What follows belongs to an exercise in optimizing a design on an open flow for small area, a short achievable clock period and few clock cycles per item; a production flow would make more cautious choices. In this exercise RTL edits were held to simulation tests only and were not proved equivalent to the original. Power is estimated from default activity; no workload was simulated. No driver is modelled on the clock port, so clocking that relies on it looks cheaper here than on a real chip.

$ cat design/flow/design.v
`timescale 1ns / 1ps
module fc_layer #(
    parameter IN_SIZE = 75,
    parameter OUT_SIZE = 10,
    parameter DATA_WIDTH = 16
)(
    input  wire clk,
    input  wire reset_n,
    input  wire start_fc,
    input  wire data_valid,
    input  wire signed [DATA_WIDTH-1:0] map_in_serial,
    input  wire signed [DATA_WIDTH-1:0] weight_serial,
    input  wire signed [DATA_WIDTH-1:0] bias_serial,
    output reg finish_fc,
    output reg signed [DATA_WIDTH-1:0] predict_out,
    output reg predict_out_valid
);
    localparam IDLE = 2'd0, LD_X = 2'd1, LD_W = 2'd2, LD_B = 2'd3;
    reg [1:0] phase;
    reg [6:0] cnt_i;      
    reg [3:0] cnt_o;      
    reg ring_en;          
    reg ring_ld;          
    reg en;               
    reg first;            
    reg lastp;            
    reg push;             
    reg bv;               
    reg b9;               
    reg [15:0] d;         
    reg [7:0] neg, one, two;
    always @(posedge clk or negedge reset_n) begin
        if (!reset_n) begin
            phase <= IDLE;
            cnt_i <= 7'd0;
            cnt_o <= 4'd0;
            ring_en <= 1'b0;
            ring_ld <= 1'b0;
            en <= 1'b0;
            first <= 1'b0;
            lastp <= 1'b0;
            push <= 1'b0;
            bv <= 1'b0;
            b9 <= 1'b0;
            predict_out_valid <= 1'b0;
            finish_fc <= 1'b0;
        end else begin
            ring_en <= data_valid && (phase == LD_X || phase == LD_W);
            ring_ld <= (phase == LD_X);
            en <= data_valid && (phase == LD_W);
            first <= data_valid && (phase == LD_W) && (cnt_i == 7'd0);
            lastp <= data_valid && (phase == LD_W) && (cnt_i == IN_SIZE-1) && (cnt_o != OUT_SIZE-1);
            push <= lastp;
            bv <= data_valid && (phase == LD_B);
            b9 <= (cnt_o == OUT_SIZE-1);
            predict_out_valid <= bv;
            finish_fc <= bv && b9;
            if (start_fc) begin
                phase <= LD_X;
                cnt_i <= 7'd0;
                cnt_o <= 4'd0;
            end else if (data_valid) begin
                case (phase)
                    LD_X: begin
                        if (cnt_i == IN_SIZE-1) begin
                            cnt_i <= 7'd0;
                            phase <= LD_W;
                        end else
                            cnt_i <= cnt_i + 7'd1;
                    end
                    LD_W: begin
                        if (cnt_i == IN_SIZE-1) begin
                            cnt_i <= 7'd0;
                            if (cnt_o == OUT_SIZE-1) begin
                                cnt_o <= 4'd0;
                                phase <= LD_B;
                            end else
                                cnt_o <= cnt_o + 4'd1;
                        end else
                            cnt_i <= cnt_i + 7'd1;
                    end
                    LD_B: begin
                        if (cnt_o == OUT_SIZE-1) begin
                            cnt_o <= 4'd0;
                            phase <= IDLE;
                        end else
                            cnt_o <= cnt_o + 4'd1;
                    end
                    default: ;
                endcase
            end
        end
    end
    always @(posedge clk) begin
        d <= (phase == LD_X) ? map_in_serial : bias_serial;
    end
    wire [15:0] wv = (data_valid && phase == LD_W) ? weight_serial : 16'd0;
    wire [16:0] wx = {wv, 1'b0};
    integer b;
    always @(posedge clk)
        for (b = 0; b < 8; b = b + 1) begin
            neg[b] <= wx[2*b+2];
            one[b] <= wx[2*b+1] ^ wx[2*b];
            two[b] <= (wx[2*b+2] & ~wx[2*b+1] & ~wx[2*b]) | (~wx[2*b+2] & wx[2*b+1] & wx[2*b]);
        end
    reg [16*IN_SIZE-1:0] ring;
    wire [15:0] x = ring[15:0];
    always @(posedge clk)
        if (ring_en)
            ring <= {ring_ld ? d : x, ring[16*IN_SIZE-1:16]};
    reg [28:0] acc_s, acc_c;
    wire [28:0] as_ = first ? 29'd1638400 : acc_s;
    wire [28:0] ac_ = first ? 29'd0 : acc_c;
    wire pp1;
    wire pp2;
    wire pp3;
    wire pp4;
    wire pp5;
    wire pp6;
    wire pp7;
    wire pp8;
    wire pp9;
    wire pp10;
    wire pp11;
    wire pp12;
    wire pp13;
    wire pp14;
    wire pp15;
    wire pp16;
    wire pp17;
    wire pp18;
    wire pp19;
    wire pp20;
    wire pp21;
    wire pp22;
    wire pp23;
    wire pp24;
    wire pp25;
    wire pp26;
    wire pp27;
    wire pp28;
    wire pp29;
    wire pp30;
    wire pp31;
    wire pp32;
    wire pp33;
    wire pp34;
    wire pp35;
    wire pp36;
    wire pp37;
    wire pp38;
    wire pp39;
    wire pp40;
    wire pp41;
    wire pp42;
    wire pp43;
    wire pp44;
    wire pp45;
    wire pp46;
    wire pp47;
    wire pp48;
    wire pp49;
    wire pp50;
    wire pp51;
    wire pp52;
    wire pp53;
    wire pp54;
    wire pp55;
    wire pp56;
    wire pp57;
    wire pp58;
    wire pp59;
    wire pp60;
    wire pp61;
    wire pp62;
    wire pp63;
    wire pp64;
    wire pp65;
    wire pp66;
    wire pp67;
    wire pp68;
    wire pp69;
    wire pp70;
    wire pp71;
    wire pp72;
    wire pp73;
    wire pp74;
    wire pp75;
    wire pp76;
    wire pp77;
    wire pp78;
    wire pp79;
    wire pp80;
    wire pp81;
    wire pp82;
    wire pp83;
    wire pp84;
    wire pp85;
    wire pp86;
    wire pp87;
    wire pp88;
    wire pp89;
    wire pp90;
    wire pp91;
    wire pp92;
    wire pp93;
    wire pp94;
    wire pp95;
    wire pp96;
    wire pp97;
    wire pp98;
    wire pp99;
    wire pp100;
    wire pp101;
    wire pp102;
    wire pp103;
    wire pp104;
    wire pp105;
    wire pp106;
    wire pp107;
    wire pp108;
    wire pp109;
    wire pp110;
    wire pp111;
    wire pp112;
    wire pp113;
    wire pp114;
    wire pp115;
    wire pp116;
    wire pp117;
    wire pp118;
    wire pp119;
    wire pp120;
    wire pp121;
    wire pp122;
    wire pp123;
    wire pp124;
    wire pp125;
    wire pp126;
    wire pp127;
    wire pp128;
    wire pp129;
    wire pp130;
    wire pp131;
    wire pp132;
    wire pp133;
    wire pp134;
    wire s135;
    wire c136;
    wire s137;
    wire c138;
    wire s139;
    wire c140;
    wire s141;
    wire c142;
    wire s143;
    wire c144;
    wire s145;
    wire c146;
    wire s147;
    wire c148;
    wire s149;
    wire c150;
    wire s151;
    wire c152;
    wire s153;
    wire c154;
    wire s155;
    wire c156;
    wire s157;
    wire c158;
    wire s159;
    wire c160;
    wire s161;
    wire c162;
    wire s163;
    wire c164;
    wire s165;
    wire c166;
    wire s167;
    wire c168;
    wire s169;
    wire c170;
    wire s171;
    wire c172;
    wire s173;
    wire c174;
    wire s175;
    wire c176;
    wire s177;
    wire c178;
    wire s179;
    wire c180;
    wire s181;
    wire c182;
    wire s183;
    wire c184;
    wire s185;
    wire c186;
    wire s187;
    wire c188;
    wire s189;
    wire c190;
    wire s191;
    wire c192;
    wire s193;
    wire c194;
    wire s195;
    wire c196;
    wire s197;
    wire c198;
    wire s199;
    wire c200;
    wire s201;
    wire c202;
    wire s203;
    wire c204;
    wire s205;
    wire c206;
    wire s207;
    wire c208;
    wire s209;
    wire c210;
    wire s211;
    wire c212;
    wire s213;
    wire c214;
    wire s215;
    wire c216;
    wire s217;
    wire c218;
    wire s219;
    wire c220;
    wire s221;
    wire c222;
    wire s223;
    wire c224;
    wire s225;
    wire c226;
    wire s227;
    wire c228;
    wire s229;
    wire c230;
    wire s231;
    wire c232;
    wire s233;
    wire c234;
    wire s235;
    wire c236;
    wire s237;
    wire c238;
    wire s239;
    wire c240;
    wire s241;
    wire c242;
    wire s243;
    wire c244;
    wire s245;
    wire c246;
    wire s247;
    wire c248;
    wire s249;
    wire c250;
    wire s251;
    wire c252;
    wire s253;
    wire c254;
    wire s255;
    wire c256;
    wire s257;
    wire c258;
    wire s259;
    wire c260;
    wire s261;
    wire c262;
    wire s263;
    wire c264;
    wire s265;
    wire c266;
    wire s267;
    wire c268;
    wire s269;
    wire c270;
    wire s271;
    wire c272;
    wire s273;
    wire c274;
    wire s275;
    wire c276;
    wire s277;
    wire c278;
    wire s279;
    wire c280;
    wire s281;
    wire c282;
    wire s283;
    wire c284;
    wire s285;
    wire c286;
    wire s287;
    wire c288;
    wire s289;
    wire c290;
    wire s291;
    wire c292;
    wire s293;
    wire c294;
    wire s295;
    wire c296;
    wire s297;
    wire c298;
    wire s299;
    wire c300;
    wire s301;
    wire c302;
    wire s303;
    wire c304;
    wire s305;
    wire c306;
    wire s307;
    wire c308;
    wire s309;
    wire c310;
    wire s311;
    wire c312;
    wire s313;
    wire c314;
    wire s315;
    wire c316;
    wire s317;
    wire c318;
    wire s319;
    wire c320;
    wire s321;
    wire c322;
    wire s323;
    wire c324;
    wire s325;
    wire c326;
    wire s327;
    wire c328;
    wire s329;
    wire c330;
    wire s331;
    wire c332;
    wire s333;
    wire c334;
    wire s335;
    wire c336;
    wire s337;
    wire c338;
    wire s339;
    wire c340;
    wire s341;
    wire c342;
    wire s343;
    wire c344;
    wire s345;
    wire c346;
    wire s347;
    wire c348;
    wire s349;
    wire c350;
    wire s351;
    wire c352;
    wire s353;
    wire c354;
    wire s355;
    wire c356;
    wire s357;
    wire c358;
    wire s359;
    wire c360;
    wire s361;
    wire c362;
    wire s363;
    wire c364;
    wire s365;
    wire c366;
    wire s367;
    wire c368;
    wire s369;
    wire c370;
    wire s371;
    wire c372;
    wire s373;
    wire c374;
    wire s375;
    wire c376;
    wire s377;
    wire c378;
    wire s379;
    wire c380;
    wire s381;
    wire c382;
    wire s383;
    wire c384;
    wire s385;
    wire c386;
    wire s387;
    wire c388;
    wire s389;
    wire c390;
    wire s391;
    wire c392;
    wire s393;
    wire c394;
    wire s395;
    wire c396;
    wire s397;
    wire c398;
    wire s399;
    wire c400;
    wire s401;
    wire c402;
    wire s403;
    wire c404;
    wire s405;
    wire c406;
    wire s407;
    wire c408;
    wire s409;
    wire c410;
    wire s411;
    wire c412;
    wire s413;
    wire c414;
    wire s415;
    wire c416;
    wire s417;
    wire c418;
    wire s419;
    wire c420;
    wire s421;
    wire c422;
    wire s423;
    wire c424;
    wire s425;
    wire c426;
    wire s427;
    wire c428;
    wire s429;
    wire c430;
    wire s431;
    wire c432;
    wire s433;
    wire c434;
    wire s435;
    wire c436;
    wire s437;
    wire c438;
    wire s439;
    wire c440;
    wire s441;
    wire c442;
    wire s443;
    wire c444;
    wire s445;
    wire c446;
    wire s447;
    wire c448;
    wire s449;
    wire c450;
    wire s451;
    wire c452;
    wire s453;
    wire c454;
    wire s455;
    wire c456;
    wire s457;
    wire c458;
    wire s459;
    wire c460;
    assign pp1 = ((one[0] & x[0])) ^ neg[0];
    assign pp2 = ((one[0] & x[1]) | (two[0] & x[0])) ^ neg[0];
    assign pp3 = ((one[0] & x[2]) | (two[0] & x[1])) ^ neg[0];
    assign pp4 = ((one[0] & x[3]) | (two[0] & x[2])) ^ neg[0];
    assign pp5 = ((one[0] & x[4]) | (two[0] & x[3])) ^ neg[0];
    assign pp6 = ((one[0] & x[5]) | (two[0] & x[4])) ^ neg[0];
    assign pp7 = ((one[0] & x[6]) | (two[0] & x[5])) ^ neg[0];
    assign pp8 = ((one[0] & x[7]) | (two[0] & x[6])) ^ neg[0];
    assign pp9 = ((one[0] & x[8]) | (two[0] & x[7])) ^ neg[0];
    assign pp10 = ((one[0] & x[9]) | (two[0] & x[8])) ^ neg[0];
    assign pp11 = ((one[0] & x[10]) | (two[0] & x[9])) ^ neg[0];
    assign pp12 = ((one[0] & x[11]) | (two[0] & x[10])) ^ neg[0];
    assign pp13 = ((one[0] & x[12]) | (two[0] & x[11])) ^ neg[0];
    assign pp14 = ((one[0] & x[13]) | (two[0] & x[12])) ^ neg[0];
    assign pp15 = ((one[0] & x[14]) | (two[0] & x[13])) ^ neg[0];
    assign pp16 = ((one[0] & x[15]) | (two[0] & x[14])) ^ neg[0];
    assign pp17 = en & ~(((one[0] & x[15]) | (two[0] & x[15])) ^ neg[0]);
    assign pp18 = ((one[1] & x[0])) ^ neg[1];
    assign pp19 = ((one[1] & x[1]) | (two[1] & x[0])) ^ neg[1];
    assign pp20 = ((one[1] & x[2]) | (two[1] & x[1])) ^ neg[1];
    assign pp21 = ((one[1] & x[3]) | (two[1] & x[2])) ^ neg[1];
    assign pp22 = ((one[1] & x[4]) | (two[1] & x[3])) ^ neg[1];
    assign pp23 = ((one[1] & x[5]) | (two[1] & x[4])) ^ neg[1];
    assign pp24 = ((one[1] & x[6]) | (two[1] & x[5])) ^ neg[1];
    assign pp25 = ((one[1] & x[7]) | (two[1] & x[6])) ^ neg[1];
    assign pp26 = ((one[1] & x[8]) | (two[1] & x[7])) ^ neg[1];
    assign pp27 = ((one[1] & x[9]) | (two[1] & x[8])) ^ neg[1];
    assign pp28 = ((one[1] & x[10]) | (two[1] & x[9])) ^ neg[1];
    assign pp29 = ((one[1] & x[11]) | (two[1] & x[10])) ^ neg[1];
    assign pp30 = ((one[1] & x[12]) | (two[1] & x[11])) ^ neg[1];
    assign pp31 = ((one[1] & x[13]) | (two[1] & x[12])) ^ neg[1];
    assign pp32 = ((one[1] & x[14]) | (two[1] & x[13])) ^ neg[1];
    assign pp33 = ((one[1] & x[15]) | (two[1] & x[14])) ^ neg[1];
    assign pp34 = en & ~(((one[1] & x[15]) | (two[1] & x[15])) ^ neg[1]);
    assign pp35 = ((one[2] & x[0])) ^ neg[2];
    assign pp36 = ((one[2] & x[1]) | (two[2] & x[0])) ^ neg[2];
    assign pp37 = ((one[2] & x[2]) | (two[2] & x[1])) ^ neg[2];
    assign pp38 = ((one[2] & x[3]) | (two[2] & x[2])) ^ neg[2];
    assign pp39 = ((one[2] & x[4]) | (two[2] & x[3])) ^ neg[2];
    assign pp40 = ((one[2] & x[5]) | (two[2] & x[4])) ^ neg[2];
    assign pp41 = ((one[2] & x[6]) | (two[2] & x[5])) ^ neg[2];
    assign pp42 = ((one[2] & x[7]) | (two[2] & x[6])) ^ neg[2];
    assign pp43 = ((one[2] & x[8]) | (two[2] & x[7])) ^ neg[2];
    assign pp44 = ((one[2] & x[9]) | (two[2] & x[8])) ^ neg[2];
    assign pp45 = ((one[2] & x[10]) | (two[2] & x[9])) ^ neg[2];
    assign pp46 = ((one[2] & x[11]) | (two[2] & x[10])) ^ neg[2];
    assign pp47 = ((one[2] & x[12]) | (two[2] & x[11])) ^ neg[2];
    assign pp48 = ((one[2] & x[13]) | (two[2] & x[12])) ^ neg[2];
    assign pp49 = ((one[2] & x[14]) | (two[2] & x[13])) ^ neg[2];
    assign pp50 = ((one[2] & x[15]) | (two[2] & x[14])) ^ neg[2];
    assign pp51 = en & ~(((one[2] & x[15]) | (two[2] & x[15])) ^ neg[2]);
    assign pp52 = ((one[3] & x[0])) ^ neg[3];
    assign pp53 = ((one[3] & x[1]) | (two[3] & x[0])) ^ neg[3];
    assign pp54 = ((one[3] & x[2]) | (two[3] & x[1])) ^ neg[3];
    assign pp55 = ((one[3] & x[3]) | (two[3] & x[2])) ^ neg[3];
    assign pp56 = ((one[3] & x[4]) | (two[3] & x[3])) ^ neg[3];
    assign pp57 = ((one[3] & x[5]) | (two[3] & x[4])) ^ neg[3];
    assign pp58 = ((one[3] & x[6]) | (two[3] & x[5])) ^ neg[3];
    assign pp59 = ((one[3] & x[7]) | (two[3] & x[6])) ^ neg[3];
    assign pp60 = ((one[3] & x[8]) | (two[3] & x[7])) ^ neg[3];
    assign pp61 = ((one[3] & x[9]) | (two[3] & x[8])) ^ neg[3];
    assign pp62 = ((one[3] & x[10]) | (two[3] & x[9])) ^ neg[3];
    assign pp63 = ((one[3] & x[11]) | (two[3] & x[10])) ^ neg[3];
    assign pp64 = ((one[3] & x[12]) | (two[3] & x[11])) ^ neg[3];
    assign pp65 = ((one[3] & x[13]) | (two[3] & x[12])) ^ neg[3];
    assign pp66 = ((one[3] & x[14]) | (two[3] & x[13])) ^ neg[3];
    assign pp67 = ((one[3] & x[15]) | (two[3] & x[14])) ^ neg[3];
    assign pp68 = en & ~(((one[3] & x[15]) | (two[3] & x[15])) ^ neg[3]);
    assign pp69 = ((one[4] & x[0])) ^ neg[4];
    assign pp70 = ((one[4] & x[1]) | (two[4] & x[0])) ^ neg[4];
    assign pp71 = ((one[4] & x[2]) | (two[4] & x[1])) ^ neg[4];
    assign pp72 = ((one[4] & x[3]) | (two[4] & x[2])) ^ neg[4];
    assign pp73 = ((one[4] & x[4]) | (two[4] & x[3])) ^ neg[4];
    assign pp74 = ((one[4] & x[5]) | (two[4] & x[4])) ^ neg[4];
    assign pp75 = ((one[4] & x[6]) | (two[4] & x[5])) ^ neg[4];
    assign pp76 = ((one[4] & x[7]) | (two[4] & x[6])) ^ neg[4];
    assign pp77 = ((one[4] & x[8]) | (two[4] & x[7])) ^ neg[4];
    assign pp78 = ((one[4] & x[9]) | (two[4] & x[8])) ^ neg[4];
    assign pp79 = ((one[4] & x[10]) | (two[4] & x[9])) ^ neg[4];
    assign pp80 = ((one[4] & x[11]) | (two[4] & x[10])) ^ neg[4];
    assign pp81 = ((one[4] & x[12]) | (two[4] & x[11])) ^ neg[4];
    assign pp82 = ((one[4] & x[13]) | (two[4] & x[12])) ^ neg[4];
    assign pp83 = ((one[4] & x[14]) | (two[4] & x[13])) ^ neg[4];
    assign pp84 = ((one[4] & x[15]) | (two[4] & x[14])) ^ neg[4];
    assign pp85 = en & ~(((one[4] & x[15]) | (two[4] & x[15])) ^ neg[4]);
    assign pp86 = ((one[5] & x[0])) ^ neg[5];
    assign pp87 = ((one[5] & x[1]) | (two[5] & x[0])) ^ neg[5];
    assign pp88 = ((one[5] & x[2]) | (two[5] & x[1])) ^ neg[5];
    assign pp89 = ((one[5] & x[3]) | (two[5] & x[2])) ^ neg[5];
    assign pp90 = ((one[5] & x[4]) | (two[5] & x[3])) ^ neg[5];
    assign pp91 = ((one[5] & x[5]) | (two[5] & x[4])) ^ neg[5];
    assign pp92 = ((one[5] & x[6]) | (two[5] & x[5])) ^ neg[5];
    assign pp93 = ((one[5] & x[7]) | (two[5] & x[6])) ^ neg[5];
    assign pp94 = ((one[5] & x[8]) | (two[5] & x[7])) ^ neg[5];
    assign pp95 = ((one[5] & x[9]) | (two[5] & x[8])) ^ neg[5];
    assign pp96 = ((one[5] & x[10]) | (two[5] & x[9])) ^ neg[5];
    assign pp97 = ((one[5] & x[11]) | (two[5] & x[10])) ^ neg[5];
    assign pp98 = ((one[5] & x[12]) | (two[5] & x[11])) ^ neg[5];
    assign pp99 = ((one[5] & x[13]) | (two[5] & x[12])) ^ neg[5];
    assign pp100 = ((one[5] & x[14]) | (two[5] & x[13])) ^ neg[5];
    assign pp101 = ((one[5] & x[15]) | (two[5] & x[14])) ^ neg[5];
    assign pp102 = en & ~(((one[5] & x[15]) | (two[5] & x[15])) ^ neg[5]);
    assign pp103 = ((one[6] & x[0])) ^ neg[6];
    assign pp104 = ((one[6] & x[1]) | (two[6] & x[0])) ^ neg[6];
    assign pp105 = ((one[6] & x[2]) | (two[6] & x[1])) ^ neg[6];
    assign pp106 = ((one[6] & x[3]) | (two[6] & x[2])) ^ neg[6];
    assign pp107 = ((one[6] & x[4]) | (two[6] & x[3])) ^ neg[6];
    assign pp108 = ((one[6] & x[5]) | (two[6] & x[4])) ^ neg[6];
    assign pp109 = ((one[6] & x[6]) | (two[6] & x[5])) ^ neg[6];
    assign pp110 = ((one[6] & x[7]) | (two[6] & x[6])) ^ neg[6];
    assign pp111 = ((one[6] & x[8]) | (two[6] & x[7])) ^ neg[6];
    assign pp112 = ((one[6] & x[9]) | (two[6] & x[8])) ^ neg[6];
    assign pp113 = ((one[6] & x[10]) | (two[6] & x[9])) ^ neg[6];
    assign pp114 = ((one[6] & x[11]) | (two[6] & x[10])) ^ neg[6];
    assign pp115 = ((one[6] & x[12]) | (two[6] & x[11])) ^ neg[6];
    assign pp116 = ((one[6] & x[13]) | (two[6] & x[12])) ^ neg[6];
    assign pp117 = ((one[6] & x[14]) | (two[6] & x[13])) ^ neg[6];
    assign pp118 = ((one[6] & x[15]) | (two[6] & x[14])) ^ neg[6];
    assign pp119 = en & ~(((one[6] & x[15]) | (two[6] & x[15])) ^ neg[6]);
    assign pp120 = ((one[7] & x[0])) ^ neg[7];
    assign pp121 = ((one[7] & x[1]) | (two[7] & x[0])) ^ neg[7];
    assign pp122 = ((one[7] & x[2]) | (two[7] & x[1])) ^ neg[7];
    assign pp123 = ((one[7] & x[3]) | (two[7] & x[2])) ^ neg[7];
    assign pp124 = ((one[7] & x[4]) | (two[7] & x[3])) ^ neg[7];
    assign pp125 = ((one[7] & x[5]) | (two[7] & x[4])) ^ neg[7];
    assign pp126 = ((one[7] & x[6]) | (two[7] & x[5])) ^ neg[7];
    assign pp127 = ((one[7] & x[7]) | (two[7] & x[6])) ^ neg[7];
    assign pp128 = ((one[7] & x[8]) | (two[7] & x[7])) ^ neg[7];
    assign pp129 = ((one[7] & x[9]) | (two[7] & x[8])) ^ neg[7];
    assign pp130 = ((one[7] & x[10]) | (two[7] & x[9])) ^ neg[7];
    assign pp131 = ((one[7] & x[11]) | (two[7] & x[10])) ^ neg[7];
    assign pp132 = ((one[7] & x[12]) | (two[7] & x[11])) ^ neg[7];
    assign pp133 = ((one[7] & x[13]) | (two[7] & x[12])) ^ neg[7];
    assign pp134 = ((one[7] & x[14]) | (two[7] & x[13])) ^ neg[7];
    assign {c136, s135} = pp13 + pp28;
    assign {c138, s137} = pp14 + pp29;
    assign {c140, s139} = pp15 + pp30 + pp45;
    assign {c142, s141} = pp60 + pp75;
    assign {c144, s143} = pp16 + pp31 + pp46;
    assign {c146, s145} = pp61 + pp76;
    assign {c148, s147} = pp17 + pp32 + pp47;
    assign {c150, s149} = pp62 + pp77;
    assign {c152, s151} = pp33 + pp48 + pp63;
    assign {c154, s153} = pp34 + pp49;
    assign {c156, s155} = pp7 + pp22;
    assign {c158, s157} = pp8 + pp23;
    assign {c160, s159} = pp9 + pp24 + pp39;
    assign {c162, s161} = pp54 + pp69;
    assign {c164, s163} = pp10 + pp25 + pp40;
    assign {c166, s165} = pp55 + pp70;
    assign {c168, s167} = pp11 + pp26 + pp41;
    assign {c170, s169} = pp56 + pp71 + pp86;
    assign {c172, s171} = neg[5] + as_[10];
    assign {c174, s173} = pp12 + pp27 + pp42;
    assign {c176, s175} = pp57 + pp72 + pp87;
    assign {c178, s177} = as_[11] + ac_[11];
    assign {c180, s179} = s135 + pp43 + pp58;
    assign {c182, s181} = pp73 + pp88 + pp103;
    assign {c184, s183} = neg[6] + as_[12] + ac_[12];
    assign {c186, s185} = c136 + s137 + pp44;
    assign {c188, s187} = pp59 + pp74 + pp89;
    assign {c190, s189} = pp104 + as_[13] + ac_[13];
    assign {c192, s191} = c138 + s139 + s141;
    assign {c194, s193} = pp90 + pp105 + pp120;
    assign {c196, s195} = neg[7] + as_[14] + ac_[14];
    assign {c198, s197} = c140 + c142 + s143;
    assign {c200, s199} = s145 + pp91 + pp106;
    assign {c202, s201} = pp121 + as_[15] + ac_[15];
    assign {c204, s203} = c144 + c146 + s147;
    assign {c206, s205} = s149 + pp92 + pp107;
    assign {c208, s207} = pp122 + as_[16] + ac_[16];
    assign {c210, s209} = c148 + c150 + s151;
    assign {c212, s211} = pp78 + pp93 + pp108;
    assign {c214, s213} = pp123 + as_[17] + ac_[17];
    assign {c216, s215} = c152 + s153 + pp64;
    assign {c218, s217} = pp79 + pp94 + pp109;
    assign {c220, s219} = pp124 + as_[18] + ac_[18];
    assign {c222, s221} = c154 + pp50 + pp65;
    assign {c224, s223} = pp80 + pp95 + pp110;
    assign {c226, s225} = pp125 + as_[19] + ac_[19];
    assign {c228, s227} = pp51 + pp66 + pp81;
    assign {c230, s229} = pp96 + pp111 + pp126;
    assign {c232, s231} = as_[20] + ac_[20];
    assign {c234, s233} = pp67 + pp82 + pp97;
    assign {c236, s235} = pp112 + pp127 + as_[21];
    assign {c238, s237} = pp68 + pp83 + pp98;
    assign {c240, s239} = pp113 + pp128;
    assign {c242, s241} = pp84 + pp99 + pp114;
    assign {c244, s243} = pp85 + pp100;
    assign {c246, s245} = pp3 + pp18;
    assign {c248, s247} = pp4 + pp19;
    assign {c250, s249} = pp5 + pp20 + pp35;
    assign {c252, s251} = neg[2] + as_[4];
    assign {c254, s253} = pp6 + pp21 + pp36;
    assign {c256, s255} = as_[5] + ac_[5];
    assign {c258, s257} = s155 + pp37 + pp52;
    assign {c260, s259} = neg[3] + as_[6] + ac_[6];
    assign {c262, s261} = c156 + s157 + pp38;
    assign {c264, s263} = pp53 + as_[7] + ac_[7];
    assign {c266, s265} = c158 + s159 + s161;
    assign {c268, s267} = neg[4] + as_[8] + ac_[8];
    assign {c270, s269} = c160 + c162 + s163;
    assign {c272, s271} = s165 + as_[9] + ac_[9];
    assign {c274, s273} = c164 + c166 + s167;
    assign {c276, s275} = s169 + s171 + ac_[10];
    assign {c278, s277} = c168 + c170 + c172;
    assign {c280, s279} = s173 + s175 + s177;
    assign {c282, s281} = c174 + c176 + c178;
    assign {c284, s283} = s179 + s181 + s183;
    assign {c286, s285} = c180 + c182 + c184;
    assign {c288, s287} = s185 + s187 + s189;
    assign {c290, s289} = c186 + c188 + c190;
    assign {c292, s291} = s191 + s193 + s195;
    assign {c294, s293} = c192 + c194 + c196;
    assign {c296, s295} = s197 + s199 + s201;
    assign {c298, s297} = c198 + c200 + c202;
    assign {c300, s299} = s203 + s205 + s207;
    assign {c302, s301} = c204 + c206 + c208;
    assign {c304, s303} = s209 + s211 + s213;
    assign {c306, s305} = c210 + c212 + c214;
    assign {c308, s307} = s215 + s217 + s219;
    assign {c310, s309} = c216 + c218 + c220;
    assign {c312, s311} = s221 + s223 + s225;
    assign {c314, s313} = c222 + c224 + c226;
    assign {c316, s315} = s227 + s229 + s231;
    assign {c318, s317} = c228 + c230 + c232;
    assign {c320, s319} = s233 + s235 + ac_[21];
    assign {c322, s321} = c234 + c236 + s237;
    assign {c324, s323} = s239 + as_[22] + ac_[22];
    assign {c326, s325} = c238 + c240 + s241;
    assign {c328, s327} = pp129 + as_[23] + ac_[23];
    assign {c330, s329} = c242 + s243 + pp115;
    assign {c332, s331} = pp130 + as_[24] + ac_[24];
    assign {c334, s333} = c244 + pp101 + pp116;
    assign {c336, s335} = pp131 + as_[25] + ac_[25];
    assign {c338, s337} = pp102 + pp117 + pp132;
    assign {c340, s339} = as_[26] + ac_[26];
    assign {c342, s341} = pp118 + pp133 + as_[27];
    assign {c344, s343} = pp119 + pp134;
    assign {c346, s345} = pp1 + neg[0];
    assign {c348, s347} = pp2 + as_[1];
    assign {c350, s349} = s245 + neg[1] + as_[2];
    assign {c352, s351} = c246 + s247 + as_[3];
    assign {c354, s353} = c248 + s249 + s251;
    assign {c356, s355} = c250 + c252 + s253;
    assign {c358, s357} = c254 + c256 + s257;
    assign {c360, s359} = c258 + c260 + s261;
    assign {c362, s361} = c262 + c264 + s265;
    assign {c364, s363} = c266 + c268 + s269;
    assign {c366, s365} = c270 + c272 + s273;
    assign {c368, s367} = c274 + c276 + s277;
    assign {c370, s369} = c278 + c280 + s281;
    assign {c372, s371} = c282 + c284 + s285;
    assign {c374, s373} = c286 + c288 + s289;
    assign {c376, s375} = c290 + c292 + s293;
    assign {c378, s377} = c294 + c296 + s297;
    assign {c380, s379} = c298 + c300 + s301;
    assign {c382, s381} = c302 + c304 + s305;
    assign {c384, s383} = c306 + c308 + s309;
    assign {c386, s385} = c310 + c312 + s313;
    assign {c388, s387} = c314 + c316 + s317;
    assign {c390, s389} = c318 + c320 + s321;
    assign {c392, s391} = c322 + c324 + s325;
    assign {c394, s393} = c326 + c328 + s329;
    assign {c396, s395} = c330 + c332 + s333;
    assign {c398, s397} = c334 + c336 + s337;
    assign {c400, s399} = c338 + c340 + s341;
    assign {c402, s401} = c342 + s343 + as_[28];
    assign {c404, s403} = s345 + as_[0];
    assign {c406, s405} = c346 + s347 + ac_[1];
    assign {c408, s407} = c348 + s349 + ac_[2];
    assign {c410, s409} = c350 + s351 + ac_[3];
    assign {c412, s411} = c352 + s353 + ac_[4];
    assign {c414, s413} = c354 + s355 + s255;
    assign {c416, s415} = c356 + s357 + s259;
    assign {c418, s417} = c358 + s359 + s263;
    assign {c420, s419} = c360 + s361 + s267;
    assign {c422, s421} = c362 + s363 + s271;
    assign {c424, s423} = c364 + s365 + s275;
    assign {c426, s425} = c366 + s367 + s279;
    assign {c428, s427} = c368 + s369 + s283;
    assign {c430, s429} = c370 + s371 + s287;
    assign {c432, s431} = c372 + s373 + s291;
    assign {c434, s433} = c374 + s375 + s295;
    assign {c436, s435} = c376 + s377 + s299;
    assign {c438, s437} = c378 + s379 + s303;
    assign {c440, s439} = c380 + s381 + s307;
    assign {c442, s441} = c382 + s383 + s311;
    assign {c444, s443} = c384 + s385 + s315;
    assign {c446, s445} = c386 + s387 + s319;
    assign {c448, s447} = c388 + s389 + s323;
    assign {c450, s449} = c390 + s391 + s327;
    assign {c452, s451} = c392 + s393 + s331;
    assign {c454, s453} = c394 + s395 + s335;
    assign {c456, s455} = c396 + s397 + s339;
    assign {c458, s457} = c398 + s399 + ac_[27];
    assign {c460, s459} = c400 + s401 + ac_[28];
    always @(posedge clk) begin
        acc_s <= {c458, c456, c454, c452, c450, c448, c446, c444, c442, c440, c438, c436, c434, c432, c430, c428, c426, c424, c422, c420, c418, c416, c414, c412, c410, c408, c406, c404, s403};
        acc_c <= {s459, s457, s455, s453, s451, s449, s447, s445, s443, s441, s439, s437, s435, s433, s431, s429, s427, s425, s423, s421, s419, s417, s415, s413, s411, s409, s407, s405, ac_[0]};
    end
    wire [28:0] sum = acc_s + acc_c;
    reg [16*(OUT_SIZE-1)-1:0] psum;
    always @(posedge clk)
        if (push || bv)
            psum <= {sum[28:13], psum[16*(OUT_SIZE-1)-1:16]};
    always @(posedge clk)
        predict_out <= psum[15:0] + d;
endmodule
$ cat design/flow/flow/run.sh
#!/bin/bash
# Standard ORFS layout (the standard.sh: ORFS synthesis and steps).
# Differences:
# - synthesis skips Yosys's early "abc -fast" (SYNTH_ARGS=-noabc), so the
#   full adders written out in the RTL are extracted without inverters
#   between them; registers (names and cells) are the same as the standard
#   synthesis, and ORFS's own ABC mapping still runs;
# - the resizer's repair_timing is asked for a setup margin, so it works on
#   paths well below the 15 ns period; ABC maps for a shorter period;
# - ports get buf_1 buffers (the resizer upsizes them where timing needs it);
# - CTS inserts no dummy loads.
# The SDC (period, I/O delays, loads) is not changed.
set -euo pipefail
bash standard.sh SYNTH_ARGS=-noabc SETUP_SLACK_MARGIN=10.95 ABC_CLOCK_PERIOD_IN_PS=3800 \
  "BUFFER_PORTS_ARGS=-buffer_cell sky130_fd_sc_hd__buf_1" \
  "CTS_ARGS=-sink_clustering_enable -repair_clock_nets -sink_clustering_size 30 -sink_clustering_max_diameter 100 -dont_use_dummy_load" \
  finish > standard_flow.log 2>&1
$ cat design/flow/standard.sh
#!/bin/bash
# synth_recipe.tcl (not shown) runs the flow's synth.tcl, then flattens the netlist and writes it again
# the make line also repeats each setting of config.mk as NAME=value (left out here)
make -C /OpenROAD-flow-scripts/flow DESIGN_CONFIG=/design/flow/config.mk WORK_HOME=/design/flow/orfs CLKGATE_MAP_FILE= SYNTH_SCRIPT=/design/flow/synth_recipe.tcl "${@:-finish}"
$ cat design/flow/config.mk
export PLATFORM = sky130hd
export DESIGN_NAME = fc_layer
export DESIGN_NICKNAME = fc_layer
export VERILOG_FILES = /design/flow/design.v
export SDC_FILE = /design/flow/constraint.sdc
export NUM_CORES = 4
export LEC_CHECK = 0
export CAP_MARGIN = 20
export CORE_MARGIN = 2
export CORE_UTILIZATION = 65
export CTS_CLUSTER_DIAMETER = 100
export CTS_CLUSTER_SIZE = 30
export PLACE_DENSITY = 0.75
export SLEW_MARGIN = 20
export SYNTH_MEMORY_MAX_BITS = 16384
$ cat design/flow/constraint.sdc
create_clock -name core_clock -period 15.0 [get_ports {clk}]
set_input_delay 3.0000 -clock core_clock [delete_from_list [all_inputs] [get_ports {clk}]]
set_output_delay 3.0000 -clock core_clock [all_outputs]
set_load 0.01 [all_outputs]
==> impl_metrics.env, run 1 <==
export IMPL_status="finished clean"
export IMPL_synth_avg_cell_area_sq_um=21.10
export IMPL_grt_pass1_wl_um=126000
export IMPL_finalMaxSlewViolations=0
export IMPL_grt_max_degree=208
export IMPL_layout_nets=2810
export IMPL_rsz0062_at_grt="true"
export IMPL_dp_hpwl_um=44610
export IMPL_numCtsBuffers=57
export IMPL_num_io_pins=70
export IMPL_syn_num_nets=2726
export IMPL_port_buffers=69
export IMPL_postRouteAntennaNets=0
export IMPL_vias_per_cell=5.816
export IMPL_power_total_uw=6683
export IMPL_clockBufferDepth=3
export IMPL_path_cells="clkbuf_2"
export IMPL_cpPeakStageDelay_ps=370
export IMPL_yosys_area_top_type_share_pct=77.69
export IMPL_ys_warn_count=1
export IMPL_start_util_pct=65.76
export IMPL_slowest_stage="dfrtp_1"
export IMPL_drt_total_wl_um=82650
export IMPL_synth_edf_count=1344
export IMPL_die_area_sq_mm=0.08220
export IMPL_fillCellCount=4657
export IMPL_worstSkewPairLatency_ps=630
export IMPL_required_ps=12000
export IMPL_fin_crit_sh_pct=27.52
export IMPL_setup_worst_path_start_class="flip-flop"
export IMPL_skew_ps=62.11
export IMPL_drive_above_1_share_pct=7.351
export IMPL_cap_violations=0
export IMPL_path_class="reg2out"
export IMPL_synth_seq_area_share_pct=83.15
export IMPL_synth_seq_cells=1480
export IMPL_drtIter0Drc=2101
export IMPL_slew_headroom_pct=26.12
export IMPL_track_usage_pct=20.34
export IMPL_vias=20900
export IMPL_yosysTopAreaCell="edfxtp_1"
export IMPL_drc=0
export IMPL_crit_fanout=1
export IMPL_cts_tree="built"
export IMPL_tns_ps=0
export IMPL_synth_cell_type_count=52
export IMPL_synth_area_leaders="edfxtp_1 78%, fa_1 5.3%, dfxtp_1 4.4%"
export IMPL_grt_pass1_vias=21390
export IMPL_die_w_um=286.7
export IMPL_root_buffer="clkbuf_16"
export IMPL_ir_drop_uv=108.9
export IMPL_tightest_slew_ps=1108
export IMPL_setup_viol=0
export IMPL_worst_path_buf_inv=1
export IMPL_grt_antenna_before_repair=3
export IMPL_htreeDepth=2
export IMPL_ys_flop_type="edfxtp_1"
export IMPL_n_antenna_cell=0
export IMPL_routedWlPerCell_um=23.00
export IMPL_hold_viol=0
export IMPL_coreArea_sq_mm=0.07900
export IMPL_clk_pin_slew_ps=110
export IMPL_p_leak_uw=0.01953
export IMPL_cts_sink_count=1480
export IMPL_rows=103
export IMPL_fin_crit_ps=4128
export IMPL_dr_pass1_iters=5
export IMPL_synth_area_sq_mm=0.05195
export IMPL_cp_arrival_ps=1130
export IMPL_multi_input_area_sq_mm=0.008358
export IMPL_overflow=0
export IMPL_powerDensity_mw_per_mm2=121.2
export IMPL_hold_class="reg2reg"
export IMPL_gp_congestion=0.8892
export IMPL_max_clock_freq_mhz=242.3
export IMPL_async_flop_share_pct=1.554
export IMPL_syn2layout_area_growth_pct=6.130
export IMPL_crit_family="flip-flops"
export IMPL_syn_inst=2462
export IMPL_seqCellArea_sq_mm=0.04322
export IMPL_fp_dieH_um=286.7
export IMPL_worstSetupEndpointType="output port"
## per-stage QoR
step                hold slack, ps  utilization [%]  setup WS (ps)  instances  instance area [sq um]
floorplan                    331.2                -           6178       2462                  51950
global placement             342.3            67.59          10310       3519                  53400
detailed placement           341.1            67.61          10270       3520                  53410
CTS                          351.3            69.52          10840       3577                  54920
global route                 368.7            69.79          10820       3594                  55130
finish                       345.1            69.79          10870       3594                  55130
## routing by layer
layer | share of wire, % | wire, um | global-route usage [%] | up-vias
met1 | 44 | 36660 | 30.27 | 10820
met5 | 0.016 | 13 | 0 | -
li1 | - | - | - | 9391
met2 | 49 | 40220 | 32.84 | 579
met4 | 1.9 | 1599 | 4.490 | 2
met3 | 5.0 | 4151 | 2.949 | 110
## area by class of cell
type / count / area share, %
timing repair buffer: 112 / 1.348
sequential: 1480 / 78.40
multi-input combinational: 877 / 15.16
tap: 1050 / 2.383
clock buffer: 57 / 2.587
inverter: 18 / 0.1226
## what timing repair did
item	4_1_cts	5_1_grt
hold buffers	0	0
endpoints found under the setup margin	471	482
buffers inserted	0	17
resized for setup	33	22
## power breakdown
group | switching (uW) | internal [uW]
combinational | 87.1 | 30.2
sequential | 85.3 | 4710
clock | 1090 | 683
## state kept, by name, summed over array words and instances, names as in the netlist, 2 cells and up
register	count
acc_c	28
predict_out	16
one	8
cnt_i	7
cnt_o	4
d	16
psum	144
phase	2
two	8
neg	8
acc_s	29
ring	1200
## synthesized netlist by cell type (15+ instances only)
| cell | n |
|---|---|
| nand2_1 | 43 |
| ha_1 | 74 |
| edfxtp_1 | 1344 |
| xor2_1 | 17 |
| xnor2_1 | 157 |
| mux2_2 | 35 |
| clkbuf_1 | 84 |
| fa_1 | 138 |
| dfxtp_1 | 113 |
| dfrtp_1 | 23 |
| nor2b_1 | 55 |
| inv_1 | 18 |
| and3_1 | 15 |
| nor2_1 | 55 |
| a21oi_1 | 39 |
| o21ai_0 | 29 |
| a22oi_1 | 121 |
## final timing paths
path | from | to | slack, ps | cells past startpoint
max | predict_out_valid | predict_out_valid | 10870 | 1
max in group asynchronous | reset_n | ring_en | 12380 | 2
min reg2reg | lastp | push | 350 | 0
min | lastp | push | 350 | 0
min in group asynchronous | reset_n | finish_fc | 2340 | 2
max reg2reg | one[1] | acc_c[19] | 11090 | 7
## logic make-up after synthesis
| group | share of synthesized area, % |
|---|---|
| AND/OR/NAND/NOR | 2.230 |
| adder cells (fa/ha/maj) | 7.101 |
| multiplexers | 0.7587 |
| AO/OA/AOI/OAI | 3.061 |
| buffers and inverters | 0.7611 |
| flip-flops | 83.15 |
| XOR/XNOR | 2.934 |
## cell usage in the layout (no fill, tap or decap), types with 4 or more instances in the layout
master and instances:
edfxtp_1 1344, xnor2_1 157, fa_1 138, a22oi_1 121, dfxtp_1 95, ha_1 74, clkbuf_16 57, nor2_1 55
nor2b_1 55, buf_1 50, nand2_1 43, a21oi_1 39, mux2_2 35, buf_4 33, o21ai_0 29, dfrtp_1 22
buf_6 22, inv_1 18, dfxtp_2 18, xor2_1 17, and3_1 15, nand3_1 11, a21o_1 10, nor3_1 9
and2_1 9, or2_2 6, a31oi_1 6, nand4_1 5, nand3b_1 4
## worst reg2reg max path, delay by kind of cell, from the launching register on
| family | cells | cell delay [ps] |
|---|---|---|
| flops | 1 | 820 |
| fa+ha+maj | 5 | 2520 |
| compound gates | 1 | 230 |
| xor+xnor | 1 | 210 |
Testbench counts, summed over its fixed seeds: cycles 53,568, images 64.
==> inputs of run 2 (changes only) <==
--- a/design/flow/flow/run.sh
+++ b/design/flow/flow/run.sh
@@ -11,7 +11,7 @@
 # - CTS inserts no dummy loads.
 # The SDC (period, I/O delays, loads) is not changed.
 set -euo pipefail
-bash standard.sh SYNTH_ARGS=-noabc SETUP_SLACK_MARGIN=10.95 ABC_CLOCK_PERIOD_IN_PS=3800 \
+bash standard.sh SYNTH_ARGS=-noabc SETUP_SLACK_MARGIN=10.8 ABC_CLOCK_PERIOD_IN_PS=3800 \
   "BUFFER_PORTS_ARGS=-buffer_cell sky130_fd_sc_hd__buf_1" \
   "CTS_ARGS=-sink_clustering_enable -repair_clock_nets -sink_clustering_size 30 -sink_clustering_max_diameter 100 -dont_use_dummy_load" \
   finish > standard_flow.log 2>&1
==> run 2 against run 1 <==
Effect of this change:
- highest routed layer unchanged
- synthesized area did not move
- via count shrank 0.24%
- maximum frequency about the same
- global-route usage is essentially flat
- clock skew decreased by 0.71 ps
- non-clock buffer count is 15 lower
- critical path type unchanged
- routed wire length shrank 0.58%
- hold slack got worse by 0.55 ps
- sequential power about the same
- sequential cell count stayed put
==> impl_metrics.env, run 2 <==
export IMPL_skew_ps=61.39
export IMPL_track_usage_pct=20.31
export IMPL_crit_family="flip-flops"
export IMPL_cpPeakStageDelay_ps=380
export IMPL_power_total_uw=6672
export IMPL_start_util_pct=65.76
export IMPL_port_buffers=69
export IMPL_holdPathStages=0
export IMPL_hp_start="lastp"
export IMPL_path_class="reg2out"
export IMPL_num_io_pins=70
export IMPL_postRouteAntennaNets=0
export IMPL_yosysMostFrequentCell="edfxtp_1"
export IMPL_fin_crit_sh_pct=27.53
export IMPL_synth_compound_area_share_pct=3.061
export IMPL_max_clock_freq_mhz=242.2
export IMPL_worstReg2RegStart="neg[0]"
export IMPL_grt_pass1_vias=21380
export IMPL_drt_total_wl_um=82170
export IMPL_worst_path_buf_inv=1
export IMPL_rsz0062_at_grt="false"
export IMPL_finalMaxSlewViolations=0
export IMPL_synth_area_sq_mm=0.05195
export IMPL_ir_drop_uv=108.8
export IMPL_grt_pass1_wl_um=125900
export IMPL_async_flop_share_pct=1.554
export IMPL_synth_area_leaders="edfxtp_1 78%, fa_1 5.3%, dfxtp_1 4.4%"
export IMPL_cp_arrival_ps=1130
export IMPL_synthSimpleGateAreaFrac_pct=2.230
export IMPL_synth_avg_cell_area_sq_um=21.10
export IMPL_vias_per_cell=5.824
export IMPL_syn_inst=2462
export IMPL_drtIter0Drc=1968
export IMPL_holdWs_ps=344.5
export IMPL_timing_rr_end="acc_c[16]"
export IMPL_p_leak_uw=0.01939
export IMPL_regMostFlops="ring"
export IMPL_grt_max_degree=208
export IMPL_routedWlPerCell_um=22.95
export IMPL_reg_top3="ring x1200, psum x144, acc_s x29"
export IMPL_worstSetupEndpointType="output port"
export IMPL_cap_violations=0
export IMPL_path_cells="buf_1"
export IMPL_hold_viol=0
export IMPL_coreArea_sq_mm=0.07900
export IMPL_setup_worst_path_start_class="flip-flop"
export IMPL_fin_crit_ps=4129
export IMPL_die_w_um=286.7
export IMPL_syn2layout_area_growth_pct=5.667
export IMPL_yosys_area_top_type_share_pct=77.69
export IMPL_hold_end="push"
export IMPL_syn_num_nets=2726
export IMPL_htreeDepth=2
export IMPL_dp_hpwl_um=44610
export IMPL_reg2regPathDepth=6
export IMPL_fp_dieH_um=286.7
export IMPL_rows=103
export IMPL_clockBufferDepth=3
export IMPL_powerDensity_mw_per_mm2=121.5
export IMPL_tns_ps=0
export IMPL_drive_above_1_share_pct=5.457
export IMPL_synth_seq_area_share_pct=83.15
export IMPL_vias=20850
export IMPL_cts_tree="built"
export IMPL_drc=0
export IMPL_synth_edf_count=1344
export IMPL_grt_antenna_before_repair=3
export IMPL_layout_nets=2795
export IMPL_gp_congestion=0.8892
export IMPL_clk_pin_slew_ps=110
export IMPL_synth_seq_cells=1480
export IMPL_synth_top_family_by_area="adder cells"
export IMPL_numCtsBuffers=57
export IMPL_crit_fanout=1
export IMPL_hold_class="reg2reg"
export IMPL_cts_sink_count=1480
export IMPL_status="finished clean"
export IMPL_synthAdderAreaFrac_pct=7.101
export IMPL_final_area_sq_mm=0.05489
export IMPL_r2r_slack_ps=10960
export IMPL_ys_flop_type="edfxtp_1"
export IMPL_synth_cell_type_count=52
export IMPL_place_area_sq_mm=0.05341
export IMPL_cts_hold_buf=0
export IMPL_synthMuxAreaShare_pct=0.7587
export IMPL_yosysTopAreaCell="edfxtp_1"
export IMPL_final_common_cell="edfxtp_1"
export IMPL_required_ps=12000
export IMPL_dr_pass1_iters=7
export IMPL_fillCellCount=4677
export IMPL_root_buffer="clkbuf_16"
export IMPL_setup_viol=0
export IMPL_tightest_slew_ps=1167
export IMPL_worstSkewPairLatency_ps=630
export IMPL_slew_headroom_pct=22.12
export IMPL_synth_xor_area_share_pct=2.934
export IMPL_die_area_sq_mm=0.08220
export IMPL_slowest_stage="dfrtp_1"
export IMPL_ys_warn_count=1
export IMPL_largest_reg_flops=1200
export IMPL_overflow=0
export IMPL_synthTopCellsByCount="1,344 x edfxtp_1, 157 x xnor2_1, 138 x fa_1"
export IMPL_layout_common_cells="1,344 x edfxtp_1, 157 x xnor2_1, 138 x fa_1"
-- run 2: logic make-up after synthesis --
family                   Yosys count
multiplexers                      35
AO/OA/AOI/OAI                    231
buffers and inverters            105
XOR/XNOR                         174
adder cells (fa/ha/maj)          212
AND/OR/NAND/NOR                  225
flip-flops                      1480
-- run 2: worst max path at each step --
| stage | slack [ps] | end | cells past startpoint | from |
|---|---|---|---|---|
| after CTS | 10820 | predict_out[9] | 1 | predict_out[9] |
| after floorplan | 6180 | ring[0] | 0 | ring_en |
| after global routing | 10800 | predict_out[10] | 1 | predict_out[10] |
| after detailed placement | 10270 | cnt_i[4] | 6 | data_valid |
| after global placement | 10310 | cnt_i[4] | 6 | data_valid |
| final | 10870 | predict_out_valid | 1 | predict_out_valid |
-- run 2: cell type report --
| class | instances | area [sq um] | share of cell area [%] |
|---|---|---|---|
| inverter | 18 | 67.56 | 0.1231 |
| antenna | 1 | 2.502 | 0.004559 |
| clock buffer | 57 | 1426 | 2.599 |
| tap | 1050 | 1314 | 2.393 |
| sequential | 1480 | 43200 | 78.70 |
| timing repair buffer | 97 | 523.0 | 0.9528 |
| multi-input combinational | 877 | 8358 | 15.23 |
-- run 2: repair_timing --
item                                    4_1_cts  5_1_grt
endpoints found under the setup margin      302      269
endpoints found under the hold margin         0        0
buffers inserted                              0        2
resized for setup                             2        5
gates cloned                                  0        0
-- run 2: routing by layer --
metal | vias up | GRT usage [%] | wire length, um
met2 | 607 | 32.78 | 39830
met4 | 2 | 4.490 | 1539
met1 | 10770 | 30.27 | 36610
li1 | 9358 | - | -
met5 | - | 0 | 13
met3 | 112 | 2.917 | 4171
-- run 2: stage by stage --
stage / util [%] / setup slack [ps] / instances
final: 69.48 / 10870 / 3580
after floorplan: - / 6178 / 2462
after detailed placement: 67.61 / 10270 / 3520
after global routing: 69.48 / 10800 / 3579
after global placement: 67.59 / 10310 / 3519
after CTS: 69.43 / 10820 / 3577
-- run 2: where the power goes --
part           internal, uW  leakage, uW  switching [uW]
Clock                   683     0.000702            1090
Combinational          21.3      0.00430            80.8
Sequential             4710       0.0144            89.6
Total                  5410       0.0194            1260
==> inputs of run 3 (changes only) <==
--- a/design/flow/config.mk
+++ b/design/flow/config.mk
@@ -7,9 +7,9 @@
 export LEC_CHECK = 0
 export CAP_MARGIN = 20
 export CORE_MARGIN = 2
-export CORE_UTILIZATION = 65
+export CORE_UTILIZATION = 60.0
 export CTS_CLUSTER_DIAMETER = 100
 export CTS_CLUSTER_SIZE = 30
-export PLACE_DENSITY = 0.75
+export PLACE_DENSITY = 0.7
 export SLEW_MARGIN = 20
 export SYNTH_MEMORY_MAX_BITS = 16384
==> run 3 against run 2 <==
Effect of this change:
- via count shrank 1.2%
- clock power hardly changed
- global-route usage decreased by 4.0 points
- sequential power hardly changed
- sequential cell count unchanged
- non-clock buffer count down 9
- critical path type unchanged
- clock skew decreased by 4.4 ps
- highest routed layer is now met4
- sequential share of layout area is 0.077 points lower
- synthesized cell count is the same
- power down 0.70%
- critical path depth unchanged
- first-iteration DRC count fell by 0.76%
==> impl_metrics.env, run 3 <==
export IMPL_synth_cell_type_count=52
export IMPL_cp_arrival_ps=1140
export IMPL_track_usage_pct=16.30
export IMPL_p_int_uw=5412
export IMPL_async_flop_share_pct=1.554
export IMPL_rows=107
export IMPL_port_buffers=69
export IMPL_layout_nets=2786
export IMPL_pre_cts_slack_ps=10370
export IMPL_syn_num_nets=2726
export IMPL_dp_hpwl_um=41690
export IMPL_switching_share_pct=18.31
export IMPL_clk_pin_slew_ps=110
export IMPL_reg_top3="ring x1200, psum x144, acc_s x29"
export IMPL_tightest_slew_ps=1151
export IMPL_fin_crit_sh_pct=27.60
export IMPL_max_clock_freq_mhz=241.6
export IMPL_gp_congestion=0.8584
export IMPL_p_leak_uw=0.01936
export IMPL_htreeDepth=2
export IMPL_vias_per_cell=5.622
export IMPL_ir_drop_uv=103.5
export IMPL_path_cells="buf_1"
export IMPL_cpPeakStageDelay_ps=340
export IMPL_layout_common_cells="1,344 x edfxtp_1, 157 x xnor2_1, 138 x fa_1"
export IMPL_skew_ps=56.99
export IMPL_regMostFlops="ring"
export IMPL_syn2layout_area_growth_pct=5.781
export IMPL_power_total_uw=6625
export IMPL_fin_crit_ps=4140
export IMPL_cts_tree="built"
export IMPL_root_buffer="clkbuf_16"
export IMPL_numCtsBuffers=57
export IMPL_power_switching_uw=1213
export IMPL_grt_antenna_before_repair=1
export IMPL_final_common_cell="edfxtp_1"
export IMPL_drc=0
export IMPL_syn_inst=2462
export IMPL_synth_avg_cell_area_sq_um=21.10
export IMPL_n_antenna_cell=0
export IMPL_overflow=0
export IMPL_seq_power_share_pct=72.3
export IMPL_ys_warn_count=1
export IMPL_crit_fanout=1
export IMPL_fp_dieH_um=298.2
export IMPL_status="finished clean"
export IMPL_multi_input_area_sq_mm=0.008358
export IMPL_yosysMostFrequentCell="edfxtp_1"
export IMPL_dr_pass1_iters=5
export IMPL_yosys_area_top_type_share_pct=77.69
export IMPL_worstSkewPairLatency_ps=660
export IMPL_clkPwrFrac_pct=26.2
export IMPL_coreArea_sq_mm=0.08555
export IMPL_hold_class="reg2reg"
export IMPL_drtIter0Drc=1953
export IMPL_rsz0062_at_grt="false"
export IMPL_grt_pass1_vias=20180
export IMPL_slowest_stage="dfxtp_1"
export IMPL_setup_viol=0
export IMPL_ys_flop_type="edfxtp_1"
export IMPL_required_ps=12000
export IMPL_synth_area_sq_mm=0.05195
export IMPL_start_util_pct=60.72
export IMPL_num_io_pins=70
export IMPL_finalMaxSlewViolations=0
export IMPL_largest_reg_flops=1200
export IMPL_hold_viol=0
export IMPL_worstSetupEndpointType="output port"
export IMPL_synthTopCellsByCount="1,344 x edfxtp_1, 157 x xnor2_1, 138 x fa_1"
export IMPL_synth_edf_count=1344
export IMPL_synth_seq_area_share_pct=83.15
export IMPL_synth_area_leaders="edfxtp_1 78%, fa_1 5.3%, dfxtp_1 4.4%"
export IMPL_yosysTopAreaCell="edfxtp_1"
export IMPL_slew_headroom_pct=23.16
export IMPL_drive_above_1_share_pct=5.516
export IMPL_routedWlPerCell_um=19.69
export IMPL_clockBufferDepth=3
export IMPL_setup_worst_path_start_class="flip-flop"
export IMPL_tns_ps=0
export IMPL_drt_total_wl_um=72150
export IMPL_worst_slack_ps=10860
export IMPL_powerDensity_mw_per_mm2=120.6
export IMPL_cap_violations=0
export IMPL_grt_max_degree=213
export IMPL_grt_pass1_wl_um=113700
export IMPL_die_area_sq_mm=0.08895
export IMPL_vias=20600
export IMPL_path_class="reg2out"
export IMPL_p_comb_share_pct=1.5
export IMPL_worst_path_buf_inv=1
export IMPL_postRouteAntennaNets=0
export IMPL_fillCellCount=5608
export IMPL_synth_seq_cells=1480
export IMPL_cts_sink_count=1480
export IMPL_crit_family="flip-flops"
export IMPL_seqCellArea_sq_mm=0.04320
export IMPL_die_w_um=298.2
## run 3: cells by family after synthesis
logic type,synth area share [%]
simple gates,2.230
flops,83.15
compound gates,3.061
fa+ha+maj,7.101
mux,0.7587
xor+xnor,2.934
buf+inv,0.7611
## run 3: metrics by stage
step / hold slack [ps] / area [sq um] / utilization [%] / std cells
CTS: 359.2 / 54920 / 64.20 / 3662
finish: 365.1 / 54950 / 64.23 / 3664
global placement: 340.1 / 53480 / 62.52 / 3605
floorplan: 331.2 / 51950 / - / 2462
detailed placement: 347.3 / 53480 / 62.52 / 3605
global route: 363.0 / 54950 / 64.23 / 3664
## run 3: routing by layer
| layer | part of all wire [%] | wire length (um) | global-route usage [%] | vias up |
|---|---|---|---|---|
| met5 | 0 | 0 | 0 | - |
| met4 | 2.3 | 1631 | 4.140 | 0 |
| met3 | 4.5 | 3244 | 2.268 | 100 |
| met2 | 45 | 32310 | 24.23 | 468 |
| li1 | - | - | - | 9342 |
| met1 | 48 | 34960 | 25.93 | 10690 |
## run 3: final cells by class
| class | count | area share (%) |
|---|---|---|
| Sequential cell | 1480 | 78.62 |
| Multi-Input combinational cell | 877 | 15.21 |
| Tap cell | 1144 | 2.605 |
| Clock buffer | 57 | 2.596 |
| Timing Repair Buffer | 88 | 0.8425 |
| Inverter | 18 | 0.1230 |
## run 3: worst paths after layout
| path | startpoint | endpoint | slack, ps | cells past startpoint |
|---|---|---|---|---|
| max | predict_out[1] | predict_out[1] | 10860 | 1 |
| min | ring[1007] | ring[991] | 370 | 0 |
| max reg2reg | ring[14] | acc_c[15] | 10950 | 7 |
| min reg2reg | ring[1007] | ring[991] | 370 | 0 |
| max in group asynchronous | reset_n | ring_en | 12380 | 2 |
| min in group asynchronous | reset_n | cnt_i[1] | 2330 | 2 |
## run 3: what timing repair did
item                                    CTS  global route
setup buffers                             0             2
resized for setup                         9             3
endpoints found under the setup margin  101             5
hold buffers                              0             0
pin swaps                                 0             0
## run 3: power by group through the flow
stage	Sequential (uW)	Clock (uW)	Combinational [uW]
6_report	4790	1740	99.8
5_1_grt	4810	1940	112
4_1_cts	4790	1820	100
3_5_place_dp	4880	0	100
3_3_place_gp	4880	0	95.7
2_1_floorplan	4920	0	28.6
==> inputs of run 4 (changes only) <==
--- a/design/flow/config.mk
+++ b/design/flow/config.mk
@@ -7,9 +7,9 @@
 export LEC_CHECK = 0
 export CAP_MARGIN = 20
 export CORE_MARGIN = 2
-export CORE_UTILIZATION = 60.0
+export CORE_UTILIZATION = 70.0
 export CTS_CLUSTER_DIAMETER = 100
 export CTS_CLUSTER_SIZE = 30
-export PLACE_DENSITY = 0.7
+export PLACE_DENSITY = 0.8
 export SLEW_MARGIN = 20
 export SYNTH_MEMORY_MAX_BITS = 16384
==> run 4 against run 3 <==
Effect of this change:
- register-to-register slack worse by 20 ps
- sequential cell count stayed put
- non-clock buffer count increased by 3
- clock power about the same
- global-route usage is 5.6 points higher
- clock-buffer cell count shrank 1
- maximum frequency down 0.59%
- hold slack better by 1.0 ps
- sequential share of layout area increased by 0.24 points
- critical path depth stayed put
- utilization increased by 11 points
- routed wire length rose by 16%
- critical endpoint is now finish_fc
==> impl_metrics.env, run 4 <==
export IMPL_clockBufferDepth=3
export IMPL_worst_path_buf_inv=1
export IMPL_start_util_pct=70.96
export IMPL_regMostFlops="ring"
export IMPL_root_buffer="clkbuf_16"
export IMPL_slowest_stage="dfrtp_1"
export IMPL_numCtsBuffers=56
export IMPL_skew_ps=67.14
export IMPL_fp_dieH_um=276.4
export IMPL_postRouteAntennaNets=0
export IMPL_ys_warn_count=1
export IMPL_gp_congestion=0.8748
export IMPL_ir_drop_uv=109.2
export IMPL_synth_cell_type_count=52
export IMPL_placed_cells=3417
export IMPL_htreeDepth=2
export IMPL_yosysTopAreaCell="edfxtp_1"
export IMPL_syn2layout_area_growth_pct=5.482
export IMPL_hold_class="reg2reg"
export IMPL_fillCellCount=3874
export IMPL_die_w_um=276.4
export IMPL_fin_crit_sh_pct=27.76
export IMPL_port_buffers=69
export IMPL_num_io_pins=70
export IMPL_crit_fanout=1
export IMPL_synth_area_leaders="edfxtp_1 78%, fa_1 5.3%, dfxtp_1 4.4%"
export IMPL_async_flop_share_pct=1.554
export IMPL_routedWlPerCell_um=24.07
export IMPL_path_class="reg2out"
export IMPL_syn_inst=2462
export IMPL_status="finished clean"
export IMPL_synth_edf_count=1344
export IMPL_synth_seq_area_share_pct=83.15
export IMPL_cts_sink_count=1480
export IMPL_setup_viol=0
export IMPL_drive_above_1_share_pct=6.027
export IMPL_grt_pass1_vias=21610
export IMPL_synth_seq_cells=1480
export IMPL_r2r_slack_ps=10930
export IMPL_cp_arrival_ps=1160
export IMPL_drtIter0Drc=2100
export IMPL_reg_top3="ring x1200, psum x144, acc_s x29"
export IMPL_finalMaxSlewViolations=0
export IMPL_layout_common_cells="1,344 x edfxtp_1, 157 x xnor2_1, 138 x fa_1"
export IMPL_dr_pass1_iters=7
export IMPL_dp_hpwl_um=45710
export IMPL_utilization_pct=74.85
export IMPL_fin_crit_ps=4165
export IMPL_coreArea_sq_mm=0.07321
export IMPL_worstSetupEndpointType="output port"
export IMPL_crit_family="flip-flops"
export IMPL_max_clock_freq_mhz=240.1
export IMPL_overflow=0
export IMPL_slew_headroom_pct=23.72
export IMPL_yosys_area_top_type_share_pct=77.69
export IMPL_tightest_slew_ps=1144
export IMPL_path_cells="clkbuf_2"
export IMPL_die_area_sq_mm=0.07641
export IMPL_worstSkewPairLatency_ps=670
export IMPL_rsz0062_at_grt="true"
export IMPL_vias_per_cell=6.099
export IMPL_ys_flop_type="edfxtp_1"
export IMPL_drc=0
export IMPL_synth_area_sq_mm=0.05195
export IMPL_p_leak_uw=0.01940
export IMPL_tns_ps=0
export IMPL_grt_antenna_before_repair=3
export IMPL_vias=21240
export IMPL_final_common_cell="edfxtp_1"
export IMPL_cap_violations=0
export IMPL_track_usage_pct=21.86
export IMPL_drt_total_wl_um=83830
export IMPL_required_ps=12000
export IMPL_grt_pass1_wl_um=126700
export IMPL_syn_num_nets=2726
export IMPL_clk_pin_slew_ps=110
export IMPL_layout_nets=2788
export IMPL_powerDensity_mw_per_mm2=121.6
export IMPL_synthTopCellsByCount="1,344 x edfxtp_1, 157 x xnor2_1, 138 x fa_1"
export IMPL_setup_worst_path_start_class="flip-flop"
export IMPL_cpPeakStageDelay_ps=400
export IMPL_yosysMostFrequentCell="edfxtp_1"
export IMPL_rows=99
export IMPL_cts_hold_buf=0
export IMPL_cts_tree="built"
export IMPL_largest_reg_flops=1200
export IMPL_instances_no_fill=3483
export IMPL_grt_max_degree=237
export IMPL_hold_viol=0
export IMPL_synth_avg_cell_area_sq_um=21.10
run 4: final timing paths:
check | start | endpoint | cells after the start
min reg2reg | psum[131] | psum[115] | 0
min | psum[131] | psum[115] | 0
max | finish_fc | finish_fc | 1
max in group asynchronous | reset_n | ring_en | 2
max reg2reg | ring[12] | acc_c[19] | 7
min in group asynchronous | reset_n | cnt_o[1] | 2
run 4: through the flow:
step	power [uW]	hold WS (ps)	worst slack, ps	instance area, sq um
6_report	6665	366.2	10840	54800
3_5_place_dp	4988	344.3	10390	53230
3_3_place_gp	4972	334.9	10440	53230
2_1_floorplan	4952	331.2	6178	51950
5_1_grt	6864	377.8	10780	54790
4_1_cts	6722	367.8	10800	54640
run 4: logic make-up (layout without fill, tap and decap cells):
| group | after synthesis | count (layout) | share of synthesized area [%] |
|---|---|---|---|
| AOI/OAI and AO/OA | 231 | 231 | 3.061 |
| xor gates and xnor gates | 174 | 174 | 2.934 |
| adders and majority gates | 212 | 212 | 7.101 |
| buffers and inverters | 105 | 165 | 0.7611 |
| DFF | 1480 | 1480 | 83.15 |
| muxes | 35 | 35 | 0.7587 |
| other | 0 | 2 | 0 |
| and+or+nand+nor | 225 | 225 | 2.230 |
run 4: layer usage:
metal / wire (um) / up-vias / track usage, %
li1: - / 9342 / -
met1: 35210 / 10990 / 31.39
met2: 41520 / 777 / 36.47
met3: 5336 / 134 / 3.000
met4: 1751 / 2 / 5.478
met5: 7 / - / 0
run 4: cell type report:
class	instances	area, sq um	share of cell area [%]
inverters	18	67.56	0.1233
clock buffers	56	1401	2.557
multi-input cells	877	8358	15.25
flip-flops and latches	1480	43210	78.86
repair buffers	91	551.8	1.007
diodes	2	5.005	0.009134
well taps	959	1200	2.190
run 4: power by group:
part | leakage [uW] | total, uW | internal, uW | switching, uW
Sequential | 0.0144 | 4800 | 4710 | 92.3
Clock | 0.000690 | 1760 | 672 | 1080
Combinational | 0.00432 | 106 | 23.8 | 82.2
run 4: timing repair:
action,CTS,global route
setup buffers,0,5
gates resized for setup,7,13
setup endpoints to repair,7,12

[static timing again, ports no longer ideal]
In the flow no input, the clock included, has a driving cell. The finished layouts below were timed again as built, in two steps. Step 1 (the two cells are an assumption about what drives the block):
set clk [get_ports {clk}]
set_driving_cell -lib_cell sky130_fd_sc_hd__clkbuf_16 $clk
set_driving_cell -lib_cell sky130_fd_sc_hd__buf_2 [delete_from_list [all_inputs] $clk]
Step 2 also shifts input and output timing later by t, the mid clock arrival at the registers, as if the neighbouring blocks saw the same clock. a / b / c = no drivers / after step 1 / after step 2; a / b = the first two.
run	shift t [ns]	setup slack, ns	clock arrival spread, ns	worst slew at a driven data input, ns
run 1	0.679	10.872 / 10.803 / 10.578	0.078 / 0.078	0.03
run 2	0.676	10.871 / 10.805 / 10.564	0.078 / 0.078	0.04
run 3	0.682	10.860 / 10.797 / 10.296	0.076 / 0.077	0.04
run 4	0.682	10.835 / 10.774 / 10.375	0.095 / 0.094	0.03
After both steps every run listed still meets setup and hold. For run 3, which loses most, drivers alone change the setup slack by -0.063 ns; drivers and shift together by -0.564 ns.
